This design comes from an exercise in tuning for small area on the open sky130 flow, not from production work. RTL that was checked went through simulation tests only; none was proved equivalent to the original. For runs 2 to 6, only the layout was checked, not whether the RTL still works. In runs 1 and 2 the design's own scripts or RTL, not TritonCTS, make the clock network. No driver is modelled on the clock port, so clock power and skew are understated where the tree is cut down; a real chip needs a root buffer or a tree. Power is estimated from default activity; no workload was simulated.

## design/flow/config.mk

```make
export PLATFORM = sky130hd
export DESIGN_NAME = top
export DESIGN_NICKNAME = top
export VERILOG_FILES = /design/flow/design.v
export SDC_FILE = /design/flow/constraint.sdc
export NUM_CORES = 4
export LEC_CHECK = 0
export CAP_MARGIN = 20
export CORE_MARGIN = 2
export CORE_UTILIZATION = 70
export PLACE_DENSITY = 0.8
export SLEW_MARGIN = 20
```

## design/flow/constraint.sdc

```tcl
create_clock -name core_clock -period 10.0 [get_ports {clk}]
set_input_delay 2.0000 -clock core_clock [delete_from_list [all_inputs] [get_ports {clk}]]
set_output_delay 2.0000 -clock core_clock [all_outputs]
set_load 0.01 [all_outputs]
```

## design/flow/design.v

```verilog
module clockDiv (
    input  logic clk,
    input  logic rst,
    output logic tick
);
    localparam logic [14:0] S0   = 15'd3873;
    localparam logic [14:0] SR   = 15'd3872;
    localparam logic [14:0] ST   = 15'd18554;
    localparam logic [14:0] MASK = 15'd30716;
    localparam logic [14:0] P    = 15'b010101010101010;
    logic [14:0] v;    
    logic [14:0] s;    
    logic [14:0] s_next;
    assign s    = v ^ P;
    assign tick = ((s ^ ST) & MASK) == 15'd0;
    always_comb begin
        if (rst)       s_next = S0;
        else if (tick) s_next = SR;
        else           s_next = {s[13:0], ~(s[14] ^ s[13])};
    end
    always_ff @(posedge clk) v <= s_next ^ P;
endmodule
module btn_debouncer (
    input  logic clk,
    input  logic rst,
    input  logic tick,
    input  logic btn,
    output logic pulse
);
    logic a, b;
    assign pulse = a & b;
    always_ff @(posedge clk) begin
        if (rst) begin
            a <= 1'b0;
            b <= 1'b0;
        end else if (tick) begin
            a <= a ? btn : b;
            b <= ~a & (b | btn);
        end
    end
endmodule
module uart_tx (
    input  logic       clk,
    input  logic       rst,
    input  logic       tick,
    input  logic [7:0] data,
    input  logic       push_btn,
    input  logic       send_btn,
    output logic       tx,
    output logic [7:0] TXREG
);
    localparam logic [3:0] IDLE = 4'b0000, S0 = 4'b0001, START = 4'b0011, STOP = 4'b0010;
    logic [3:0] c, c_next;
    logic [7:0] q1, q2, q3, q4;
    logic [7:0] h;
    logic       idle, push, load;
    logic [7:0] pe, he, le, ke;
    assign idle  = (c == IDLE);
    assign push  = tick & idle & push_btn;
    assign load  = tick & idle & send_btn;
    assign TXREG = q4;
    assign tx = c[3] ? h[c[2:0]] : (c != START);
    always_comb begin
        c_next = c;
        if (tick) begin
            case (c)
                IDLE:    c_next = send_btn ? S0 : IDLE;
                S0:      c_next = START;
                START:   c_next = 4'b1000;
                STOP:    c_next = IDLE;
                4'b1111: c_next = STOP;
                4'b1000: c_next = 4'b1001; 4'b1001: c_next = 4'b1010; 4'b1010: c_next = 4'b1011;
                4'b1011: c_next = 4'b1100; 4'b1100: c_next = 4'b1101; 4'b1101: c_next = 4'b1110;
                4'b1110: c_next = 4'b1111; default: c_next = IDLE;
            endcase
        end
        if (rst) c_next = IDLE;
    end
    always_ff @(posedge clk) c <= c_next;
    assign pe = {8{push & ~rst}};
    assign he = {8{~push & ~rst}};
    always_ff @(posedge clk) begin
        q4 <= (pe & data) | (he & q4);
        q3 <= (pe & q4)   | (he & q3);
        q2 <= (pe & q3)   | (he & q2);
        q1 <= (pe & q2)   | (he & q1);
    end
    assign le = {8{load}};
    assign ke = {8{~load}};
    always_ff @(posedge clk) h <= (le & q1) | (ke & h);
endmodule
module uart_rx (
    input  logic       clk,
    input  logic       rst,
    input  logic       tick,
    input  logic       rxd,
    output logic [7:0] RXBUF
);
    logic       r;
    logic [2:0] m;
    logic [7:0] we, he;
    logic       g;
    assign g = tick & r & ~rst;
    always_comb begin
        for (int i = 0; i < 8; i++) we[i] = g & (m == i);
        we[7] = tick & ~rst & (~r | (m == 3'd7));    
        he = ~we & {8{~rst}};
    end
    always_ff @(posedge clk) begin
        if (rst) begin
            r <= 1'b0;
            m <= 3'd0;
        end else if (tick) begin
            if (!r) begin
                if (!rxd) r <= 1'b1;
            end else begin
                case (m)
                    3'd0: m <= 3'd1; 3'd1: m <= 3'd2; 3'd2: m <= 3'd3; 3'd3: m <= 3'd4;
                    3'd4: m <= 3'd5; 3'd5: m <= 3'd6; 3'd6: m <= 3'd7; default: m <= 3'd0;
                endcase
                if (m == 3'd7) r <= 1'b0;
            end
        end
    end
    always_ff @(posedge clk) begin
        RXBUF[6:0] <= (we[6:0] & {7{rxd}}) | (he[6:0] & RXBUF[6:0]);
        RXBUF[7]   <= (we[7] & r & rxd) | (he[7] & RXBUF[7]);
    end
endmodule
module top (
    input  logic       clk,
    input  logic       rst,
    input  logic [7:0] data,
    input  logic       BTNC,
    input  logic       BTND,
    input  logic       received,
    output logic       transmitted,
    output logic [7:0] RXBUF,
    output logic [7:0] TXREG
);
    logic tick, push, send;
    clockDiv      div (.clk(clk), .rst(rst), .tick(tick));
    btn_debouncer dbd (.clk(clk), .rst(rst), .tick(tick), .btn(BTND), .pulse(push));
    btn_debouncer dbc (.clk(clk), .rst(rst), .tick(tick), .btn(BTNC), .pulse(send));
    uart_tx transmitter (
        .clk(clk), .rst(rst), .tick(tick), .data(data),
        .push_btn(push), .send_btn(send), .tx(transmitted), .TXREG(TXREG)
    );
    uart_rx receiver (
        .clk(clk), .rst(rst), .tick(tick), .rxd(received), .RXBUF(RXBUF)
    );
endmodule
```

## design/flow/flow/run.sh

```bash
#!/bin/bash
# Standard ORFS layout (standard.sh) with two changes:
#  - ports are buffered with buf_1 instead of ORFS's default choice;
#  - clock tree: one level of CLKBUF_N buffers instead of TritonCTS's H-tree
#    with dummy loads (see pre_cts.tcl / manual_cts.tcl).
set -e
export BUFFER_PORTS_ARGS="-buffer_cell sky130_fd_sc_hd__buf_1"
export PRE_CTS_TCL="$PWD/flow/pre_cts.tcl"
export CLKBUF_CELL=sky130_fd_sc_hd__clkbuf_8
export CLKBUF_N=4
bash standard.sh > standard.log 2>&1
```

## design/flow/flow/manual_cts.tcl

```tcl
proc manual_clock_buffer { bufcell nbuf } {
  set block [ord::get_db_block]
  set db [ord::get_db]
  set master [$db findMaster $bufcell]
  set clknet [$block findNet clk]
  set sinks {}
  set xs {}
  set ys {}
  foreach it [$clknet getITerms] {
    set box [[$it getInst] getBBox]
    lappend sinks $it
    lappend xs [expr {([$box xMin] + [$box xMax]) / 2}]
    lappend ys [expr {([$box yMin] + [$box yMax]) / 2}]
  }
  set n [llength $sinks]
  # initial centres: spread along the sorted x order
  set order [lsort -integer -indices $xs]
  set cx {}; set cy {}
  for {set k 0} {$k < $nbuf} {incr k} {
    set i [lindex $order [expr {(2 * $k + 1) * $n / (2 * $nbuf)}]]
    lappend cx [lindex $xs $i]; lappend cy [lindex $ys $i]
  }
  for {set iter 0} {$iter < 30} {incr iter} {
    set asg {}
    for {set i 0} {$i < $n} {incr i} {
      set best 0; set bd -1
      for {set k 0} {$k < $nbuf} {incr k} {
        set d [expr {abs([lindex $xs $i] - [lindex $cx $k]) + abs([lindex $ys $i] - [lindex $cy $k])}]
        if {$bd < 0 || $d < $bd} { set bd $d; set best $k }
      }
      lappend asg $best
    }
    set ncx {}; set ncy {}
    for {set k 0} {$k < $nbuf} {incr k} {
      set sx 0; set sy 0; set c 0
      for {set i 0} {$i < $n} {incr i} {
        if {[lindex $asg $i] == $k} { incr sx [lindex $xs $i]; incr sy [lindex $ys $i]; incr c }
      }
      if {$c > 0} { lappend ncx [expr {$sx / $c}]; lappend ncy [expr {$sy / $c}] } else { lappend ncx [lindex $cx $k]; lappend ncy [lindex $cy $k] }
    }
    set cx $ncx; set cy $ncy
  }
  for {set k 0} {$k < $nbuf} {incr k} {
    set net [odb::dbNet_create $block "clknet_$k"]
    $net setSigType CLOCK
    set inst [odb::dbInst_create $block $master "clkbuf_root_$k"]
    for {set i 0} {$i < $n} {incr i} {
      if {[lindex $asg $i] == $k} {
        set it [lindex $sinks $i]
        $it disconnect
        $it connect $net
      }
    }
    $inst setLocation [expr {[lindex $cx $k] - [$master getWidth] / 2}] [expr {[lindex $cy $k] - [$master getHeight] / 2}]
    $inst setPlacementStatus PLACED
    [$inst findITerm A] connect $clknet
    [$inst findITerm X] connect $net
  }
}
```

## design/flow/flow/pre_cts.tcl

```tcl
# Sourced by ORFS's cts.tcl before its clock_tree_synthesis call
# (PRE_CTS_TCL). Replaces that call with a one-level clock distribution:
# the clock port drives CLKBUF_N buffers of type CLKBUF_CELL, each driving
# one cluster of flip-flops.
source [file join [file dirname [info script]] manual_cts.tcl]
rename clock_tree_synthesis orfs_clock_tree_synthesis
proc clock_tree_synthesis { args } {
  manual_clock_buffer $::env(CLKBUF_CELL) $::env(CLKBUF_N)
  set_propagated_clock [all_clocks]
}
```

## design/flow/standard.sh

```bash
#!/bin/bash
# synth_recipe.tcl (not shown) runs the flow's synth.tcl, then flattens the netlist and writes it again
# the make line also repeats each setting of config.mk as NAME=value (left out here)
make -C /OpenROAD-flow-scripts/flow DESIGN_CONFIG=/design/flow/config.mk WORK_HOME=/design/flow/orfs CLKGATE_MAP_FILE= SYNTH_SCRIPT=/design/flow/synth_recipe.tcl "${@:-finish}"
```

==> flow_summary.json, run 1 <==
{
  "status": "no timing/DRC/antenna violations",
  "synthTopCellsByArea": "dfxtp_1 (50%), a22o_1 (10%), edfxtp_1 (9.0%)",
  "fillers": 232,
  "path_clk_slew_ns": 0.11,
  "yosys.area.top_type": "dfxtp_1",
  "final_max_slew_viol_count": 0,
  "skew_ns": 0.0228,
  "antenna_cells": 0,
  "hpwl_mm": 3.37,
  "whs_endpoint": "div.v[1]",
  "area_growth_pct": 7.53,
  "via_per_inst": 6.09,
  "ant_nets": 0,
  "cp_cell_sequence": "mux2i_1 > nor2_1 > a2111oi_0 > a311oi_1 > buf_1",
  "max-vdd-ir-drop_uv": 133,
  "antenna_found_initial": 0,
  "rsz0062_at_grt": "false",
  "startpoint": "transmitter.c[1]",
  "numPortBuffers": 29,
  "power_per_cell_area_nw_per_um2": 147,
  "seqCellArea_sq_um": 1580,
  "synth.avg_cell_area_sq_um": 11.2,
  "worst-path-max-fanout": 11,
  "synth_top_area_frac": 0.502,
  "die_y_um": 65.8,
  "r2r_start": "div.v[3]",
  "synth_edf_count": 8,
  "place.gp.congestion": 0.760,
  "dr.pass1.iters": 4,
  "yosys_warnings": 4,
  "fp.dieW_um": 65.8,
  "grt_pass1_wl_mm": 8.07,
  "slowest_delay_ns": 0.58,
  "setup_slack_ns": 6.42,
  "netlist_instances": 238,
  "whs_path_depth": 1,
  "cts_resized": 0,
  "synthArstFlopShare": 0,
  "r2r_setup_slack_ns": 7.51,
  "yosysSeqAreaShare": 0.591,
  "wl_per_cell_um": 15.6,
  "die_area_sq_um": 4330,
  "postLayoutCellArea_sq_um": 2880,
  "worst_pin_slew_ns": 0.625,
  "tns_ns": 0,
  "cts_hold_buf": 0,
  "ios": 30,
  "routed_wl_mm": 4.76,
  "postPlaceCellArea_sq_um": 2810,
  "synth.most_common_cell": "dfxtp_1",
  "core-area_sq_um": 3660,
  "crit_arrival_ns": 1.58,
  "synth_seq_cells": 75,
  "syn_area_sq_um": 2670,
  "nets": 274,
  "post-cts-setup-buffers": 0,
  "setup_viol": 0,
  "power.leakage_nw": 0.951,
  "start_util": 0.730,
  "hold_viol_final": 0,
  "grt_max_degree": 36,
  "drt_iter0_drc": 128,
  "crit_path_end_kind": "output port",
  "yosys_most_used_dff": "dfxtp_1",
  "worstHoldStart": "div.v[0]",
  "clkLatencyLatePin_ns": 0.17,
  "slowest_stage": "dfxtp_1",
  "multi_input_area_sq_um": 1030,
  "synthesis.nets": 252,
  "grt_pass1_vias": 1750,
  "grt.overflow.total": 0,
  "required_ns": 8.00,
  "cp-start-kind": "register",
  "grtUsageTotal": 0.228,
  "slew-limit-headroom": 0.581,
  "yosysUniqueCellTypes": 41,
  "path_class": "register to output port",
  "r2r_cells": 5,
  "drv_cap": 0,
  "num_rows": 22,
  "drive_gt1_frac": 0.0814,
  "r2r_end": "transmitter.q2[5]",
  "drc": 0,
  "fmax_ghz": 0.279,
  "synthTopCellsByCount": "dfxtp_1 (67), a22o_1 (32), a21oi_1 (13), nor2_1 (13), clkbuf_1 (11)",
  "vias": 1864,
  "hp-class": "register to register",
  "fin_crit_ns": 3.58,
  "place_ws_ns": 6.47,
  "post-route-period-util": 0.358
}
[where the power goes]
part | internal [W] | switching (W)
Combinational | 0.00000371 | 0.00000659
Clock | 0.0000373 | 0.0000688
Sequential | 0.000306 | 0.00000156
Total | 0.000347 | 0.0000769
[critical path, delay by kind of cell (launching register included)]
family	cells	cell delay (ns)
flops	1	0.58
compound gates	2	0.42
mux	1	0.24
buf+inv	1	0.15
simple gates	1	0.05
[cells in the final DEF (no fill, tap or decap), drive strengths merged, types with 2 or more instances in the layout]
cell type | netlist | final
edfxtp | 8 | 8
nor3 | 12 | 12
dfxtp | 67 | 67
a211oi | 2 | 2
a21oi | 13 | 13
nand3b | 4 | 4
nand3 | 7 | 7
or3 | 3 | 3
a22o | 32 | 32
a21bo | 2 | 2
nor4 | 4 | 4
clkbuf | 11 | 4
mux2 | 3 | 3
o21ai | 3 | 3
mux2i | 7 | 7
nand2b | 9 | 9
a2111oi | 2 | 2
inv | 2 | 2
o41ai | 2 | 2
xnor2 | 2 | 2
nor2 | 13 | 13
nand2 | 9 | 9
buf | 6 | 33
[per-stage QoR]
stage                     std cells  power, W  utilization  hold WS [ns]
final                           306  0.000424        0.785         0.390
after global placement          301  0.000324        0.767         0.352
after CTS                       305  0.000425        0.782         0.394
after global routing            306  0.000439        0.785         0.413
after floorplan                 238  0.000320            -         0.343
after detailed placement        301  0.000325        0.767         0.368
[cell type report]
type,instances,share of cell area
Timing Repair Buffer,33,0.0496
Inverter,2,0.00261
Multi-Input combinational cell,144,0.358
Sequential cell,75,0.550
Buffer,4,0.0191
Tap cell,48,0.0209
[worst max path at each step]
stage	to	cells past startpoint	slack, ns
6_report	transmitted	5	6.42
3_3_place_gp	transmitter.q4[6]	4	6.58
3_5_place_dp	transmitter.q1[2]	4	6.47
2_1_floorplan	transmitted	5	6.66
5_1_grt	transmitted	5	6.29
4_1_cts	transmitted	5	6.40
[cells by family (layout without fill, tap and decap cells)]
logic type | Yosys count | count (layout) | share of synthesized area
multiplexers | 10 | 10 | 0.0388
adder cells (fa/ha/maj) | 1 | 1 | 0.00468
buffers and inverters | 19 | 39 | 0.0290
XOR/XNOR | 2 | 2 | 0.00655
AO/OA/AOI/OAI | 61 | 61 | 0.175
flip-flops | 75 | 75 | 0.591
AND/OR/NAND/NOR | 70 | 70 | 0.154
[per-layer routing]
layer	share of wire	global-route usage	routed length (um)	vias to the layer above
li1	-	-	-	922
met1	0.46	0.315	2180	899
met2	0.50	0.402	2370	37
met3	0.032	0.0170	153	6
met4	0.011	0.0365	53	0
met5	0	0	0	-
==> run 2, diff against run 1 <==
--- a/design/flow/design.v
+++ b/design/flow/design.v
@@ -69,9 +69,7 @@
                 START:   c_next = 4'b1000;
                 STOP:    c_next = IDLE;
                 4'b1111: c_next = STOP;
-                4'b1000: c_next = 4'b1001; 4'b1001: c_next = 4'b1010; 4'b1010: c_next = 4'b1011;
-                4'b1011: c_next = 4'b1100; 4'b1100: c_next = 4'b1101; 4'b1101: c_next = 4'b1110;
-                4'b1110: c_next = 4'b1111; default: c_next = IDLE;
+                default: c_next = c + 4'd1;
             endcase
         end
         if (rst) c_next = IDLE;
@@ -114,10 +112,7 @@
             if (!r) begin
                 if (!rxd) r <= 1'b1;
             end else begin
-                case (m)
-                    3'd0: m <= 3'd1; 3'd1: m <= 3'd2; 3'd2: m <= 3'd3; 3'd3: m <= 3'd4;
-                    3'd4: m <= 3'd5; 3'd5: m <= 3'd6; 3'd6: m <= 3'd7; default: m <= 3'd0;
-                endcase
+                m <= m + 3'd1;
                 if (m == 3'd7) r <= 1'b0;
             end
         end
==> flow_summary.json, run 2 <==
{
  "status": "no timing/DRC/antenna violations",
  "die_area_sq_um": 4480,
  "yosys.area.top_type": "dfxtp_1",
  "fp.dieW_um": 66.9,
  "drt_iter0_drc": 148,
  "startpoint": "transmitter.c[0]",
  "power.leakage_nw": 1.05,
  "fillers": 271,
  "fmax_ghz": 0.278,
  "synthesis.nets": 267,
  "hpwl_mm": 3.39,
  "grt_pass1_vias": 1780,
  "grtUsageTotal": 0.231,
  "drc": 0,
  "antenna_found_initial": 0,
  "grt_pass1_wl_mm": 8.16,
  "vias": 1868,
  "hp-class": "register to register",
  "path_class": "register to output port",
  "drv_cap": 0,
  "cp-start-kind": "register",
  "path_clk_slew_ns": 0.10,
  "wl_per_cell_um": 15.4,
  "layout_commonest_cell": "dfxtp_1",
  "syn_area_sq_um": 2770,
  "synthTopCellsByCount": "dfxtp_1 (67), a22o_1 (32), a21oi_1 (15)",
  "final_max_slew_viol_count": 0,
  "dr.pass1.iters": 4,
  "ant_nets": 0,
  "clkLatencyLatePin_ns": 0.16,
  "r2r_end": "transmitter.c[1]",
  "r2r_cells": 6,
  "whs_endpoint": "div.v[12]",
  "start_util": 0.741,
  "nets": 292,
  "cp_cell_sequence": "mux4_2 > mux2i_1 > a22oi_1 > buf_1",
  "worstHoldStart": "div.v[11]",
  "setup_viol": 0,
  "cts_hold_buf": 0,
  "worst_pin_slew_ns": 0.589,
  "area_growth_pct": 6.45,
  "core-area_sq_um": 3740,
  "drive_gt1_frac": 0.0677,
  "seqCellArea_sq_um": 1580,
  "r2r_start": "transmitter.c[0]",
  "place.gp.congestion": 0.857,
  "slowest_stage": "mux4_2",
  "antenna_cells": 0,
  "die_y_um": 66.9,
  "worst-path-max-fanout": 7,
  "yosysUniqueCellTypes": 37,
  "num_rows": 22,
  "required_ns": 8.00,
  "rsz0062_at_grt": "false",
  "slowest_delay_ns": 0.55,
  "power_per_cell_area_nw_per_um2": 144,
  "crit_path_end_kind": "output port",
  "yosys_warnings": 4,
  "grt.overflow.total": 0,
  "synthArstFlopShare": 0,
  "grt_max_degree": 33,
  "final_cell_mix": "dfxtp_1 (67), a22o_1 (32), buf_1 (29), a21oi_1 (15)",
  "synthTopCellsByArea": "dfxtp_1 (48%), a22o_1 (10%), edfxtp_1 (8.7%)",
  "crit_arrival_ns": 1.60,
  "numPortBuffers": 29,
  "slew-limit-headroom": 0.605,
  "tns_ns": 0,
  "netlist_instances": 243,
  "synth_edf_count": 8,
  "post-route-period-util": 0.360,
  "via_per_inst": 5.95,
  "dp.cells": 310,
  "ios": 30,
  "hold_viol_final": 0,
  "multi_input_area_sq_um": 1080,
  "synth.most_common_cell": "dfxtp_1",
  "synth_seq_cells": 75,
  "yosys_most_used_dff": "dfxtp_1",
  "whs_path_depth": 1,
  "r2r_setup_slack_ns": 7.82,
  "routed_wl_mm": 4.82,
  "skew_ns": 0.00799,
  "cts_resized": 0,
  "synth.avg_cell_area_sq_um": 11.4,
  "post-cts-setup-buffers": 0,
  "instances_no_fill": 314,
  "synth_top_area_frac": 0.484,
  "fin_crit_ns": 3.60,
  "fin_util": 0.788,
  "max-vdd-ir-drop_uv": 144,
  "yosysSeqAreaShare": 0.570
}
[run 2: cell count changes after synthesis, moves of 3 or more]
cell,change
ha_1,+10
nor3_1,-10
clkbuf_1,-9
inv_1,+7
nand4_1,+7
buf_4,+6
nand3_1,-6
a311oi_1,+3
and3_1,+3
mux2_2,-3
mux2i_1,-3
o21ai_0,+3
[run 2: report_power, final]
group	internal, W	leakage, nW	switching, W
Combinational	0.00000422	0.422	0.00000789
Sequential	0.000306	0.598	0.00000218
Clock	0.0000372	0.0288	0.0000673
Total	0.000348	1.05	0.0000773
[run 2: cell families (layout without fill, tap and decap cells)]
group / after synthesis / in the layout / synth area share
buf+inv: 23 / 46 / 0.0420
flops: 75 / 75 / 0.570
fa+ha+maj: 11 / 11 / 0.0496
simple gates: 57 / 57 / 0.117
mux: 6 / 6 / 0.0307
compound gates: 71 / 71 / 0.190
[run 2: worst max path at each step]
stage                   endpoint  depth (start not counted)  slack [ns]
2_1_floorplan        transmitted                          3        6.81
3_3_place_gp   transmitter.q1[7]                          4        6.41
3_5_place_dp   transmitter.q1[1]                          4        6.35
4_1_cts              transmitted                          4        6.37
5_1_grt              transmitted                          4        6.28
6_report             transmitted                          4        6.40
[run 2: cell type report]
| type | count | area share |
|---|---|---|
| Sequential cell | 75 | 0.536 |
| Multi-Input combinational cell | 145 | 0.367 |
| Inverter | 9 | 0.0114 |
| Buffer | 4 | 0.0187 |
| Tap cell | 48 | 0.0203 |
| Timing Repair Buffer | 33 | 0.0471 |
[run 2: per-stage QoR]
stage / hold slack, ns / area, sq um / setup WS (ns) / power [W]
final: 0.396 / 2950 / 6.40 / 0.000425
after global routing: 0.408 / 2950 / 6.28 / 0.000439
after CTS: 0.396 / 2950 / 6.37 / 0.000427
after detailed placement: 0.372 / 2900 / 6.35 / 0.000328
after global placement: 0.364 / 2900 / 6.41 / 0.000327
after floorplan: 0.343 / 2770 / 6.81 / 0.000323
[run 2: worst max-delay path: cells and delay by family, from the launching register on]
kind                   cells  cell delay [ns]
flip-flops                 1             0.52
AO/OA/AOI/OAI              1             0.08
buffers and inverters      1             0.15
multiplexers               2             0.69
[run 2: layer usage]
| layer | vias to the layer above | global-route usage | wire length, um |
|---|---|---|---|
| met5 | - | 0 | 0 |
| met4 | 0 | 0.0230 | 36 |
| met3 | 3 | 0.0186 | 220 |
| met2 | 43 | 0.389 | 2210 |
| met1 | 869 | 0.338 | 2360 |
| li1 | 953 | - | - |
==> run 3, diff against run 2 <==
==> design/flow/run.sh (new file) <==
#!/bin/bash
# synth_recipe.tcl (not shown) runs the flow's synth.tcl, then flattens the netlist and writes it again
# the make line also repeats each setting of config.mk as NAME=value (left out here)
make -C /OpenROAD-flow-scripts/flow DESIGN_CONFIG=/design/flow/config.mk WORK_HOME=/design/flow/orfs CLKGATE_MAP_FILE= SYNTH_SCRIPT=/design/flow/synth_recipe.tcl finish
--- a/design/flow/config.mk
+++ b/design/flow/config.mk
@@ -7,6 +7,6 @@
 export LEC_CHECK = 0
 export CAP_MARGIN = 20
 export CORE_MARGIN = 2
-export CORE_UTILIZATION = 70
-export PLACE_DENSITY = 0.8
+export CORE_UTILIZATION = 40
+export PLACE_DENSITY = 0.6
 export SLEW_MARGIN = 20
removed: design/flow/flow/run.sh
removed: design/flow/flow/manual_cts.tcl
removed: design/flow/flow/pre_cts.tcl
removed: design/flow/standard.sh
==> flow_summary.json, run 3 <==
{
  "status": "no timing/DRC/antenna violations",
  "r2r_setup_slack_ns": 7.85,
  "worst-path-max-fanout": 7,
  "yosys.area.top_type": "dfxtp_1",
  "synthAdderAreaFrac": 0.0496,
  "drive_gt1_frac": 0.0935,
  "synthXorXnorAreaFrac": 0,
  "grt_pass1_wl_mm": 8.15,
  "cts_resized": 0,
  "swShare": 0.201,
  "worst_pin_slew_ns": 0.582,
  "slew-limit-headroom": 0.612,
  "cts_hold_buf": 0,
  "drc": 0,
  "grtUsageTotal": 0.139,
  "final_max_slew_viol_count": 0,
  "antenna_cells": 0,
  "synthArstFlopShare": 0,
  "fin_crit_ns": 4.09,
  "fin_util": 0.489,
  "seqCellArea_sq_um": 1580,
  "max-vdd-ir-drop_uv": 77.0,
  "hold_ws_ns": 0.380,
  "path_clk_slew_ns": 0.07,
  "ant_nets": 0,
  "area_growth_pct": 19.2,
  "hp-class": "register to register",
  "r2r_cells": 6,
  "wl_per_cell_um": 13.4,
  "synth.most_common_cell": "dfxtp_1",
  "ios": 30,
  "cts_made_buffers": 9,
  "tns_ns": 0,
  "fmax_ghz": 0.244,
  "postLayoutCellArea_sq_um": 3310,
  "path_class": "register to output port",
  "netlist_instances": 243,
  "post-route-period-util": 0.409,
  "r2r_start": "div.v[3]",
  "cp_cell_sequence": "mux4_2 > mux2i_1 > a22oi_1 > clkdlybuf4s50_1",
  "die_y_um": 87.3,
  "cts.sinks": 75,
  "worstHoldStart": "div.v[7]",
  "fillers": 634,
  "synthesis.nets": 267,
  "power_per_cell_area_nw_per_um2": 165,
  "die_area_sq_um": 7610,
  "p_int_w": 0.000436,
  "cts_max_level": 3,
  "synth_seq_cells": 75,
  "post-cts-setup-buffers": 0,
  "setup_viol": 0,
  "antenna_found_initial": 0,
  "synth_edf_count": 8,
  "hold_viol_final": 0,
  "cts_buffer_depth": 2,
  "numPortBuffers": 29,
  "cts_tree": "done",
  "nets": 297,
  "slowest_stage": "mux4_2",
  "switchingPower_w": 0.000110,
  "routed_wl_mm": 4.79,
  "rsz0062_at_grt": "false",
  "yosys_most_used_dff": "dfxtp_1",
  "yosysSeqAreaShare": 0.570,
  "yosys_warnings": 4,
  "synth_top_family_by_area": "compound AO/OA/AOI/OAI gates",
  "synth-compound-area-share": 0.190,
  "drt_iter0_drc": 127,
  "whs_path_depth": 1,
  "grt_pass1_vias": 1699,
  "crit_path_end_kind": "output port",
  "synth.avg_cell_area_sq_um": 11.4,
  "start_util": 0.410,
  "clkLatencyLatePin_ns": 0.33,
  "p_clk_frac": 0.407,
  "num_rows": 30,
  "grt_max_degree": 33,
  "power.leakage_nw": 1.19,
  "combPwrFrac": 0.028,
  "via_per_inst": 5.23,
  "drv_cap": 0,
  "layout_commonest_cell": "dfxtp_1",
  "syn_area_sq_um": 2770,
  "hpwl_mm": 3.02,
  "place.gp.congestion": 0.772,
  "cts_root_buffer": "clkbuf_8",
  "synthTopCellsByCount": "dfxtp_1 (67), a22o_1 (32), a21oi_1 (15)",
  "synthSimpleGateAreaFrac": 0.117,
  "required_ns": 8.00,
  "multi_input_area_sq_um": 1080,
  "vias": 1873,
  "yosysUniqueCellTypes": 37,
  "dr.pass1.iters": 4,
  "power_frac_seq": 0.566,
  "slowest_delay_ns": 0.55,
  "synthTopCellsByArea": "dfxtp_1 (48%), a22o_1 (10%), edfxtp_1 (8.7%)",
  "final_cell_mix": "dfxtp_1 (67), a22o_1 (32), clkdlybuf4s50_1 (29), a21oi_1 (15)",
  "crit_arrival_ns": 2.09,
  "fp.dieW_um": 87.3,
  "grt.overflow.total": 0,
  "whs_endpoint": "div.v[8]",
  "muxShareOfSynthArea": 0.0307,
  "skew_ns": 0.00721,
  "postPlaceCellArea_sq_um": 3120,
  "cp-start-kind": "register",
  "core-area_sq_um": 6760,
  "synth_top_area_frac": 0.484
}
-- run 3: cell counts after synthesis --
Identical to the previous run, type by type.
-- run 3: cells by family after synthesis --
logic type                 after synthesis
AOI/OAI and AO/OA                       71
and+or+nand+nor                         57
muxes                                    6
DFF                                     75
adders and majority gates               11
buffers and inverters                   23
-- run 3: metal layers --
metal  share of wire  global-route usage  up-vias  wire, um
li1                -                   -      972         -
met1            0.55               0.209      862      2630
met2            0.39               0.168       28      1850
met3           0.042              0.0493       11       203
met4           0.023              0.0755        0       111
met5               0                   0        -         0
-- run 3: cell type report --
type	instances	share of cell area
sequential	75	0.478
multi-input combinational	145	0.327
clock inverter	2	0.0106
inverter	9	0.0102
timing repair buffer	33	0.0969
tap	80	0.0303
clock buffer	14	0.0462
-- run 3: through the flow --
| step | worst slack [ns] | cells | power (W) |
|---|---|---|---|
| after detailed placement | 6.03 | 342 | 0.000331 |
| after global placement | 6.02 | 342 | 0.000330 |
| after CTS | 5.85 | 358 | 0.000553 |
| after global routing | 5.75 | 358 | 0.000571 |
| final | 5.91 | 358 | 0.000546 |
| after floorplan | 6.81 | 243 | 0.000323 |
-- run 3: worst max-delay path by stage --
stage / from / to / slack (ns) / cells after the start
4_1_cts: transmitter.c[0] / transmitted / 5.85 / 4
6_report: transmitter.c[0] / transmitted / 5.91 / 4
3_5_place_dp: rst / transmitter.q4[1] / 6.03 / 4
2_1_floorplan: transmitter.c[0] / transmitted / 6.81 / 3
3_3_place_gp: rst / transmitter.q3[1] / 6.02 / 4
5_1_grt: transmitter.c[0] / transmitted / 5.75 / 4
-- run 3: power groups by stage --
stage | clock (W) | combinational [W] | sequential (W)
after floorplan | 0 | 0.00000797 | 0.000315
after global placement | 0 | 0.0000149 | 0.000316
after detailed placement | 0 | 0.0000151 | 0.000315
after CTS | 0.000229 | 0.0000152 | 0.000309
after global routing | 0.000245 | 0.0000168 | 0.000309
final | 0.000222 | 0.0000151 | 0.000309
-- run 3: worst max-delay path: cells and delay by family, from the launching register on --
| family | cells | cell delay [ns] |
|---|---|---|
| AOI/OAI and AO/OA | 1 | 0.08 |
| DFF | 1 | 0.50 |
| muxes | 2 | 0.69 |
| buffers and inverters | 1 | 0.50 |
==> run 4, diff against run 3 <==
==> design/flow/design.v (replaced) <==
module clockDiv (
    input  logic clk,
    input  logic rst,
    output logic tick
);
    localparam logic [14:0] S0   = 15'd3873;
    localparam logic [14:0] SR   = 15'd3872;
    localparam logic [14:0] ST   = 15'd18554;
    localparam logic [14:0] MASK = 15'd30716;
    logic [14:0] s;
    assign tick = ((s ^ ST) & MASK) == 15'd0;
    always_ff @(posedge clk) begin
        if (rst)       s <= S0;
        else if (tick) s <= SR;
        else           s <= {s[13:0], ~(s[14] ^ s[13])};
    end
endmodule
module btn_debouncer (
    input  logic clk,
    input  logic rst,
    input  logic tick,
    input  logic btn,
    output logic pulse
);
    localparam logic [1:0] IDLE = 2'b00, ARMED = 2'b01, HOLD1 = 2'b11, HOLD2 = 2'b10;
    logic [1:0] state;
    assign pulse = (state == HOLD1);
    always_ff @(posedge clk) begin
        if (rst) state <= IDLE;
        else if (tick) begin
            case (state)
                IDLE:    state <= btn ? ARMED : IDLE;
                ARMED:   state <= HOLD1;
                default: state <= btn ? HOLD2 : IDLE;
            endcase
        end
    end
endmodule
module uart_tx (
    input  logic       clk,
    input  logic       rst,
    input  logic       tick,
    input  logic [7:0] data,
    input  logic       push_btn,
    input  logic       send_btn,
    output logic       tx,
    output logic [7:0] TXREG
);
    logic [3:0] c;
    logic [7:0] q1, q2, q3, q4;
    logic [7:0] h;
    logic       idle;
    assign idle  = (c == 4'd0);
    assign TXREG = q4;
    always_comb begin
        case (c)
            4'd2:    tx = 1'b0;
            4'd3:    tx = h[0];
            4'd4:    tx = h[1];
            4'd5:    tx = h[2];
            4'd6:    tx = h[3];
            4'd7:    tx = h[4];
            4'd8:    tx = h[5];
            4'd9:    tx = h[6];
            4'd10:   tx = h[7];
            default: tx = 1'b1;
        endcase
    end
    always_ff @(posedge clk) begin
        if (rst) begin
            c  <= 4'd0;
            q1 <= 8'd0;
            q2 <= 8'd0;
            q3 <= 8'd0;
            q4 <= 8'd0;
        end else if (tick) begin
            if (idle) begin
                if (push_btn) begin
                    q4 <= data;
                    q3 <= q4;
                    q2 <= q3;
                    q1 <= q2;
                end
                if (send_btn) c <= 4'd1;
            end else if (c == 4'd11) c <= 4'd0;
            else c <= c + 4'd1;
        end
    end
    always_ff @(posedge clk) begin
        if (tick && idle && send_btn) h <= q1;
    end
endmodule
module uart_rx (
    input  logic       clk,
    input  logic       rst,
    input  logic       tick,
    input  logic       rxd,
    output logic [7:0] RXBUF
);
    logic       r;
    logic [2:0] m;
    always_ff @(posedge clk) begin
        if (rst) begin
            r     <= 1'b0;
            m     <= 3'd0;
            RXBUF <= 8'd0;
        end else if (tick) begin
            if (!r) begin
                RXBUF[7] <= 1'b0;
                if (!rxd) r <= 1'b1;
            end else begin
                RXBUF[m] <= rxd;
                m <= m + 3'd1;
                if (m == 3'd7) r <= 1'b0;
            end
        end
    end
endmodule
module top (
    input  logic       clk,
    input  logic       rst,
    input  logic [7:0] data,
    input  logic       BTNC,
    input  logic       BTND,
    input  logic       received,
    output logic       transmitted,
    output logic [7:0] RXBUF,
    output logic [7:0] TXREG
);
    logic tick, push, send;
    clockDiv      div (.clk(clk), .rst(rst), .tick(tick));
    btn_debouncer dbd (.clk(clk), .rst(rst), .tick(tick), .btn(BTND), .pulse(push));
    btn_debouncer dbc (.clk(clk), .rst(rst), .tick(tick), .btn(BTNC), .pulse(send));
    uart_tx transmitter (
        .clk(clk), .rst(rst), .tick(tick), .data(data),
        .push_btn(push), .send_btn(send), .tx(transmitted), .TXREG(TXREG)
    );
    uart_rx receiver (
        .clk(clk), .rst(rst), .tick(tick), .rxd(received), .RXBUF(RXBUF)
    );
endmodule
==> flow_summary.json, run 4 <==
{
  "status": "no timing/DRC/antenna violations",
  "tns_ns": 0,
  "place.gp.congestion": 0.828,
  "vias": 2123,
  "skew_ns": 0.00383,
  "cts_buffer_depth": 2,
  "drt_iter0_drc": 127,
  "grt.overflow.total": 0,
  "synthTopCellsByArea": "dfxtp_1 (44%), mux2i_1 (11%), edfxtp_1 (7.9%)",
  "drc": 0,
  "required_ns": 10.23,
  "synth_top_area_frac": 0.441,
  "path_class": "primary input to register",
  "fin_util": 0.492,
  "hold_ws_ns": 0.433,
  "hold_viol_final": 0,
  "rsz0062_at_grt": "false",
  "cts_hold_buf": 0,
  "yosys_warnings": 4,
  "dr.pass1.iters": 4,
  "cts_resized": 0,
  "final_cell_mix": "dfxtp_1 (67), nand2_1 (52), mux2i_1 (34), clkdlybuf4s50_1 (29), a21oi_1 (11)",
  "cts_made_buffers": 9,
  "cp-start-kind": "primary input",
  "cts_root_buffer": "clkbuf_8",
  "power_per_cell_area_nw_per_um2": 158,
  "hpwl_mm": 3.56,
  "largest_reg_flops": 15,
  "netlist_instances": 296,
  "ios": 30,
  "numPortBuffers": 29,
  "slew-limit-headroom": 0.336,
  "clkLatencyLatePin_ns": 0.33,
  "max-vdd-ir-drop_uv": 87.9,
  "die_area_sq_um": 8320,
  "drive_gt1_frac": 0.0762,
  "cts_tree": "done",
  "fmax_ghz": 0.221,
  "yosys_most_used_dff": "dfxtp_1",
  "grtUsageTotal": 0.134,
  "num_rows": 31,
  "grt_pass1_vias": 1988,
  "largest_register": "div.s",
  "area_growth_pct": 17.8,
  "post-route-period-util": 0.453,
  "crit_path_end_kind": "register",
  "worst-path-max-fanout": 28,
  "yosysSeqAreaShare": 0.520,
  "cts_max_level": 3,
  "final_max_slew_viol_count": 0,
  "start_util": 0.417,
  "cts.sinks": 75,
  "antenna_found_initial": 0,
  "wl_per_cell_um": 12.7,
  "synth.most_common_cell": "dfxtp_1",
  "ant_nets": 0,
  "power.leakage_nw": 1.37,
  "worst_pin_slew_ns": 0.992,
  "core-area_sq_um": 7290,
  "synth.avg_cell_area_sq_um": 10.3,
  "synthesis.nets": 319,
  "post-cts-setup-buffers": 0,
  "syn_area_sq_um": 3040,
  "hp-class": "register to register",
  "grt_pass1_wl_mm": 8.96,
  "synthTopCellsByCount": "dfxtp_1 (67), nand2_1 (52), mux2i_1 (34)",
  "synthArstFlopShare": 0,
  "via_per_inst": 4.97,
  "path_clk_slew_ns": 0.07,
  "fp.dieW_um": 91.2,
  "synth_seq_cells": 75,
  "drv_cap": 0,
  "crit_arrival_ns": 4.76,
  "yosysUniqueCellTypes": 50,
  "fin_crit_ns": 4.53,
  "routed_wl_mm": 5.41,
  "antenna_cells": 0,
  "setup_viol": 0,
  "die_y_um": 91.2,
  "synth_edf_count": 8,
  "grt_max_degree": 29,
  "nets": 346,
  "layout_commonest_cell": "dfxtp_1",
  "yosys.area.top_type": "dfxtp_1"
}
-- run 4: cell count changes after synthesis, moves of 6 or more --
| cell | previous run | this run |
|---|---|---|
| mux2i_1 | 4 | 34 |
| buf_4 | 6 | 0 |
| clkbuf_1 | 2 | 11 |
| a22o_1 | 32 | 0 |
| nand2_1 | 11 | 52 |
| nand2b_1 | 7 | 0 |
-- run 4: critical path, stage by stage --
cell	delay (ns)
clkdlybuf4s50_1	1.12
clkinv_1	0.88
buf_4	0.47
a32o_1	0.27
-- run 4: path summary, 6_finish.rpt --
kind / from / to / slack, ns / depth (start not counted)
worst max register to register: div.s[13] / transmitter.h[2] / 7.32 / 5
worst min-delay path: transmitter.q1[1] / transmitter.h[1] / 0.43 / 0
worst min register to register: transmitter.q1[1] / transmitter.h[1] / 0.43 / 0
worst max-delay path: rst / receiver.RXBUF[6] / 5.47 / 4
-- run 4: area by class of cell --
type / count / area [sq um]
clock buffer: 13 / 170
multi-input combinational: 194 / 1310
timing repair buffer: 32 / 313
tap: 99 / 124
inverter: 11 / 41.3
clock inverter: 3 / 43.8
fill: 727 / 3710
sequential: 75 / 1580
-- run 4: cells by family after synthesis --
family	after synthesis	share of synthesized area
and+or+nand+nor	107	0.176
adders and majority gates	10	0.0411
muxes	35	0.115
AOI/OAI and AO/OA	39	0.0896
buffers and inverters	27	0.0493
DFF	75	0.520
xor gates and xnor gates	3	0.00863
-- run 4: where the power goes --
group | total (W) | switching, W | internal, W
Combinational | 0.0000142 | 0.00000704 | 0.00000711
Clock | 0.000244 | 0.000106 | 0.000138
Sequential | 0.000307 | 0.00000128 | 0.000306
Total | 0.000565 | 0.000115 | 0.000451
-- run 4: through the flow --
step | instances | power [W] | instance area, sq um | setup slack, ns
after detailed placement | 411 | 0.000329 | 3370 | 5.08
after floorplan | 296 | 0.000322 | 3040 | 6.56
final | 427 | 0.000565 | 3590 | 5.47
after global placement | 411 | 0.000328 | 3370 | 5.15
after global routing | 427 | 0.000586 | 3590 | 5.23
after CTS | 427 | 0.000573 | 3590 | 5.42
-- run 4: per-layer routing --
metal	vias to the layer above	track usage	wire [um]
met5	-	0	0
met3	8	0.0266	164
met1	982	0.177	2780
met2	33	0.208	2380
li1	1100	-	-
met4	0	0.0682	85
==> run 5, diff against run 4 <==
--- a/design/flow/config.mk
+++ b/design/flow/config.mk
@@ -8,5 +8,8 @@
 export CAP_MARGIN = 20
 export CORE_MARGIN = 2
 export CORE_UTILIZATION = 40
+export CTS_BUF_LIST = sky130_fd_sc_hd__clkbuf_4 sky130_fd_sc_hd__clkbuf_8
+export CTS_CLUSTER_DIAMETER = 100
+export CTS_CLUSTER_SIZE = 30
 export PLACE_DENSITY = 0.6
 export SLEW_MARGIN = 20
==> flow_summary.json, run 5 <==
{
  "synthArstFlopShare": 0,
  "synth_top_family_by_area": "simple AND/OR/NAND/NOR gates",
  "synth-compound-area-share": 0.0896,
  "synth_edf_count": 8,
  "cp-start-kind": "primary input",
  "fin_crit_ns": 4.54,
  "hold_viol_final": 0,
  "synthSimpleGateAreaFrac": 0.176,
  "muxShareOfSynthArea": 0.115,
  "post-cts-setup-buffers": 0,
  "max-vdd-ir-drop_uv": 88.0,
  "nets": 346,
  "fillers": 725,
  "die_area_sq_um": 8320,
  "cts_tree": "done",
  "worst_pin_slew_ns": 0.995,
  "netlist_instances": 296,
  "place.gp.congestion": 0.828,
  "hp-class": "register to register",
  "grtUsageTotal": 0.134,
  "hpwl_mm": 3.56,
  "slew-limit-headroom": 0.335,
  "synth_top_area_frac": 0.441,
  "largest_reg_flops": 15,
  "ios": 30,
  "synth.avg_cell_area_sq_um": 10.3,
  "crit_arrival_ns": 4.76,
  "yosys_warnings": 4,
  "path_class": "primary input to register",
  "drv_cap": 0,
  "cts_max_level": 3,
  "via_per_inst": 4.98,
  "layout_commonest_cell": "dfxtp_1",
  "seqCellArea_sq_um": 1580,
  "yosysUniqueCellTypes": 50,
  "numPortBuffers": 29,
  "die_y_um": 91.2,
  "cts_hold_buf": 0,
  "grt_pass1_wl_mm": 8.96,
  "antenna_found_initial": 0,
  "multi_input_area_sq_um": 1310,
  "fp.dieW_um": 91.2,
  "required_ns": 10.23,
  "met2WireLength_mm": 2.38,
  "dr.pass1.iters": 4,
  "num_rows": 31,
  "r2r_setup_slack_ns": 7.32,
  "setup_viol": 0,
  "core-area_sq_um": 7290,
  "cts_root_buffer": "clkbuf_8",
  "hold_ws_ns": 0.432,
  "ant_nets": 0,
  "synth.most_common_cell": "dfxtp_1",
  "start_util": 0.417,
  "dr_wl_met3_um": 171,
  "rsz0062_at_grt": "false",
  "synthTopCellsByCount": "dfxtp_1 (67), nand2_1 (52), mux2i_1 (34)",
  "status": "no timing/DRC/antenna violations",
  "area_growth_pct": 18.2,
  "grt_max_degree": 29,
  "cts.sinks": 75,
  "tns_ns": 0,
  "fin_util": 0.493,
  "yosys_most_used_dff": "dfxtp_1",
  "vias": 2126,
  "antenna_cells": 0,
  "largest_register": "div.s",
  "path_clk_slew_ns": 0.07,
  "power.leakage_nw": 1.38,
  "grt_pass1_vias": 1986,
  "synthAdderAreaFrac": 0.0411,
  "wl_met1_mm": 2.77,
  "drt_iter0_drc": 122,
  "worst-path-max-fanout": 28,
  "routed_wl_mm": 5.41,
  "yosysSeqAreaShare": 0.520,
  "synthTopCellsByArea": "dfxtp_1 (44%), mux2i_1 (11%), edfxtp_1 (7.9%)",
  "synth_seq_cells": 75,
  "wl_per_cell_um": 12.7,
  "cts_made_buffers": 9,
  "post-route-period-util": 0.454,
  "yosys.area.top_type": "dfxtp_1",
  "synthesis.nets": 319,
  "power_per_cell_area_nw_per_um2": 161,
  "fmax_ghz": 0.220,
  "skew_ns": 0.00443,
  "highest_layer": "met4",
  "clkLatencyLatePin_ns": 0.33,
  "synthXorXnorAreaFrac": 0.00863,
  "cts_buffer_depth": 2,
  "crit_path_end_kind": "register",
  "final_cell_mix": "dfxtp_1 (67), nand2_1 (52), mux2i_1 (34), clkdlybuf4s50_1 (29), a21oi_1 (11)",
  "drc": 0,
  "syn_area_sq_um": 3040,
  "drive_gt1_frac": 0.0823,
  "grt.overflow.total": 0,
  "cts_resized": 0,
  "final_max_slew_viol_count": 0
}
==> run 5: through the flow <==
step | power [W] | std cells | setup WS (ns) | area (sq um)
after detailed placement | 0.000329 | 411 | 5.08 | 3370
final | 0.000581 | 427 | 5.46 | 3600
after CTS | 0.000588 | 427 | 5.42 | 3600
after global placement | 0.000328 | 411 | 5.15 | 3370
after global routing | 0.000601 | 427 | 5.23 | 3600
after floorplan | 0.000322 | 296 | 6.56 | 3040
==> run 5: where the power goes <==
group          switching (W)  internal, W  total (W)
combinational     0.00000704   0.00000711  0.0000142
sequential        0.00000127     0.000306   0.000307
clock               0.000106     0.000153   0.000259
total               0.000114     0.000466   0.000581
==> run 5: per-layer routing <==
layer  GRT usage  vias to the layer above
met3      0.0266                        8
met4      0.0682                        0
met2       0.208                       35
met1       0.177                      982
met5           0                        -
li1            -                     1101
==> run 5: critical path: stages <==
cell             delay, ns
clkdlybuf4s50_1       1.12
clkinv_1              0.88
buf_4                 0.47
a32o_1                0.27
==> run 5: final timing paths <==
check | from | end | cells past startpoint
max | rst | receiver.RXBUF[6] | 4
min | transmitter.q1[1] | transmitter.h[1] | 0
max reg2reg | div.s[13] | transmitter.h[2] | 5
min reg2reg | transmitter.q1[1] | transmitter.h[1] | 0
==> run 5: kinds of logic after synthesis <==
group	count (synthesis)
and+or+nand+nor	107
DFF	75
xor gates and xnor gates	3
muxes	35
adders and majority gates	10
AOI/OAI and AO/OA	39
buffers and inverters	27
==> run 5: cell type report <==
class                   count  share of cell area
well taps                  99              0.0344
repair buffers             32              0.0869
clock inverters             4              0.0205
multi-input cells         194               0.365
inverters                  11              0.0115
clock buffers              12              0.0424
flip-flops and latches     75               0.440
==> run 6, diff against run 5 <==
==> design/flow/flow/run.sh (new file) <==
#!/bin/bash
# Standard ORFS layout with smaller port buffers and a flat clock tree.
export BUFFER_PORTS_ARGS="-buffer_cell sky130_fd_sc_hd__buf_1"
export CTS_ARGS="-sink_clustering_enable -repair_clock_nets -dont_use_dummy_load -buf_list sky130_fd_sc_hd__clkbuf_16 -root_buf sky130_fd_sc_hd__clkbuf_16 -sink_clustering_size 100 -sink_clustering_max_diameter 500"
cp standard.sh standard_copy.sh.txt
bash standard.sh > standard.log 2>&1
==> design/flow/standard.sh (new file) <==
#!/bin/bash
# synth_recipe.tcl (not shown) runs the flow's synth.tcl, then flattens the netlist and writes it again
# the make line also repeats each setting of config.mk as NAME=value (left out here)
make -C /OpenROAD-flow-scripts/flow DESIGN_CONFIG=/design/flow/config.mk WORK_HOME=/design/flow/orfs CLKGATE_MAP_FILE= SYNTH_SCRIPT=/design/flow/synth_recipe.tcl "${@:-finish}"
==> design/flow/config.mk (replaced) <==
export PLATFORM = sky130hd
export DESIGN_NAME = top
export DESIGN_NICKNAME = top
export VERILOG_FILES = /design/flow/design.v
export SDC_FILE = /design/flow/constraint.sdc
export NUM_CORES = 4
export LEC_CHECK = 0
export CAP_MARGIN = 20
export CORE_MARGIN = 2
export CORE_UTILIZATION = 40
export PLACE_DENSITY = 0.6
export SLEW_MARGIN = 20
removed: design/flow/run.sh
==> flow_summary.json, run 6 <==
{
  "status": "no timing/DRC/antenna violations",
  "hpwl_mm": 3.52,
  "hold_viol_final": 0,
  "synth_seq_cells": 75,
  "grtUsageTotal": 0.138,
  "area_growth_pct": 12.5,
  "worst-path-max-fanout": 6,
  "synthXorXnorAreaFrac": 0.00863,
  "die_y_um": 91.2,
  "setup_viol": 0,
  "cts_buffer_depth": 2,
  "tns_ns": 0,
  "power.leakage_nw": 1.31,
  "cts_resized": 0,
  "synth-compound-area-share": 0.0896,
  "crit_arrival_ns": 1.99,
  "grt_pass1_wl_mm": 9.03,
  "synth.most_common_cell": "dfxtp_1",
  "ant_nets": 0,
  "vias": 2115,
  "cts_tree": "done",
  "synth_top_area_frac": 0.441,
  "fp.dieW_um": 91.2,
  "synthArstFlopShare": 0,
  "yosys.area.top_type": "dfxtp_1",
  "dr.pass1.iters": 4,
  "path_clk_slew_ns": 0.05,
  "final_cell_mix": "dfxtp_1 (67), nand2_1 (52), mux2i_1 (34), buf_1 (29), a21oi_1 (11)",
  "drc": 0,
  "final_max_slew_viol_count": 0,
  "cts_root_buffer": "clkbuf_16",
  "synth_edf_count": 8,
  "yosys_warnings": 4,
  "antenna_found_initial": 0,
  "nets": 347,
  "largest_register": "div.s",
  "instances_no_fill": 421,
  "synthTopCellsByArea": "dfxtp_1 (44%), mux2i_1 (11%), edfxtp_1 (7.9%)",
  "totalPowerFinal_w": 0.000578,
  "drv_cap": 0,
  "synthSimpleGateAreaFrac": 0.176,
  "dp.cells": 412,
  "core-area_sq_um": 7290,
  "start_util": 0.417,
  "path_class": "register to output port",
  "hp-class": "register to register",
  "yosys_most_used_dff": "dfxtp_1",
  "fmax_ghz": 0.250,
  "syn_area_sq_um": 3040,
  "cts_max_level": 3,
  "ios": 30,
  "synthTopCellsByCount": "dfxtp_1 (67), nand2_1 (52), mux2i_1 (34)",
  "cts.sinks": 75,
  "cp_cell_sequence": "inv_1 > ha_1 > or4_1 > o31ai_1 > a221o_1 > buf_1",
  "grt_max_degree": 42,
  "via_per_inst": 5.02,
  "cts_made_buffers": 9,
  "num_rows": 31,
  "cts_hold_buf": 0,
  "rsz0062_at_grt": "false",
  "power_per_cell_area_nw_per_um2": 169,
  "fin_crit_ns": 3.99,
  "slowest_delay_ns": 0.54,
  "slowest_stage": "or4_1",
  "yosysSeqAreaShare": 0.520,
  "synth.avg_cell_area_sq_um": 10.3,
  "required_ns": 8.00,
  "antenna_cells": 0,
  "cp-start-kind": "register",
  "largest_reg_flops": 15,
  "synth_top_family_by_area": "simple AND/OR/NAND/NOR gates",
  "die_area_sq_um": 8320,
  "layout_commonest_cell": "dfxtp_1",
  "grt_pass1_vias": 1930,
  "grt.overflow.total": 0,
  "yosysUniqueCellTypes": 50,
  "max-vdd-ir-drop_uv": 90.9,
  "clkLatencyLatePin_ns": 0.32,
  "muxShareOfSynthArea": 0.115,
  "place.gp.congestion": 0.836,
  "wl_per_cell_um": 12.9,
  "post-cts-setup-buffers": 0,
  "numPortBuffers": 29,
  "crit_path_end_kind": "output port",
  "worst_pin_slew_ns": 0.920,
  "synthAdderAreaFrac": 0.0411,
  "fillers": 722,
  "slew-limit-headroom": 0.382,
  "post-route-period-util": 0.399,
  "synthesis.nets": 319,
  "netlist_instances": 296,
  "drt_iter0_drc": 95,
  "skew_ns": 0.0170,
  "drive_gt1_frac": 0.0652,
  "routed_wl_mm": 5.43
}
## run 6: cell types whose count changed in the layout (fill, tap and decap cells not counted), sizes merged
cell,before,now
clkbuf,12,9
clkdlybuf4s50,29,0
buf,3,33
clkinv,3,1
bufinv,2,0
## run 6: worst max-delay path, delay by kind of cell, from the launching register on
kind            cells  cell delay (ns)
simple gates        1             0.54
compound gates      2             0.22
fa+ha+maj           1             0.27
buf+inv             2             0.25
flops               1             0.40
## run 6: path summary, 6_finish.rpt
check	start	end	slack, ns	cells after the start
setup / recovery	transmitter.c[0]	transmitted	6.01	6
hold / removal	transmitter.q1[1]	transmitter.h[1]	0.43	0
setup reg to reg	div.s[13]	transmitter.h[4]	7.31	5
hold reg to reg	transmitter.q1[1]	transmitter.h[1]	0.43	0
## run 6: kinds of logic after synthesis
| kind of cell | after synthesis |
|---|---|
| xor+xnor | 3 |
| simple gates | 107 |
| compound gates | 39 |
| flops | 75 |
| fa+ha+maj | 10 |
| buf+inv | 27 |
| mux | 35 |
## run 6: area by class of cell
type | count | area [sq um] | share of cell area
repair buffers | 33 | 139 | 0.0406
clock buffers | 9 | 225 | 0.0658
multi-input cells | 194 | 1310 | 0.383
inverters | 11 | 41.3 | 0.0121
flip-flops and latches | 75 | 1580 | 0.462
well taps | 99 | 124 | 0.0362
## run 6: routing by layer
| metal | track usage | wire length (um) | vias to the layer above |
|---|---|---|---|
| li1 | - | - | 1094 |
| met4 | 0.0770 | 99 | 0 |
| met2 | 0.196 | 2430 | 34 |
| met5 | 0 | 0 | - |
| met3 | 0.0407 | 191 | 8 |
| met1 | 0.185 | 2700 | 979 |
## run 6: where the power goes
part           leakage, nW  switching [W]  internal (W)
Clock                0.111       0.000101      0.000157
Combinational        0.599     0.00000724    0.00000430
Sequential           0.598     0.00000118      0.000307
## run 6: stage by stage
| step | hold WS, ns | instance area [sq um] | utilization | setup slack, ns |
|---|---|---|---|---|
| finish | 0.431 | 3420 | 0.469 | 6.01 |
| global route | 0.434 | 3420 | 0.469 | 5.92 |
| CTS | 0.430 | 3420 | 0.469 | 5.99 |
| detailed placement | 0.416 | 3200 | 0.439 | 6.34 |
| global placement | 0.417 | 3200 | 0.439 | 6.40 |
| floorplan | 0.407 | 3040 | - | 6.56 |

==> port drivers added, routing unchanged <==
No port has a modelled driver above. Below, the same layouts with a new extraction and two added sets of constraints.
Step 1, drivers: a clkbuf_16 drives clk and a buf_2 each remaining input, both assumed.
Step 2 adds t to the input delays and takes it off the output delays; t is the mean of the earliest and latest rising clock arrival at the registers after step 1. Input paths then give back, and output paths get back, about the clock's delay inside the block.
Three values: ideal, step 1, step 2; two values: the first two.
| run | t (ns) | setup WS [ns] | slew at the worst register clock pin (ns) |
|---|---|---|---|
| run 1 | 0.209 | 6.417 / 6.363 / 6.572 | 0.11 / 0.11 |
| run 2 | 0.212 | 6.400 / 6.344 / 6.556 | 0.10 / 0.10 |
| run 3 | 0.359 | 5.907 / 5.878 / 6.238 | 0.07 / 0.07 |
| run 4 | 0.358 | 5.468 / 5.473 / 5.115 | 0.08 / 0.08 |
| run 5 | 0.357 | 5.465 / 5.469 / 5.112 | 0.08 / 0.08 |
| run 6 | 0.350 | 6.007 / 5.970 / 6.320 | 0.06 / 0.06 |
After both steps every run listed still meets setup and hold.
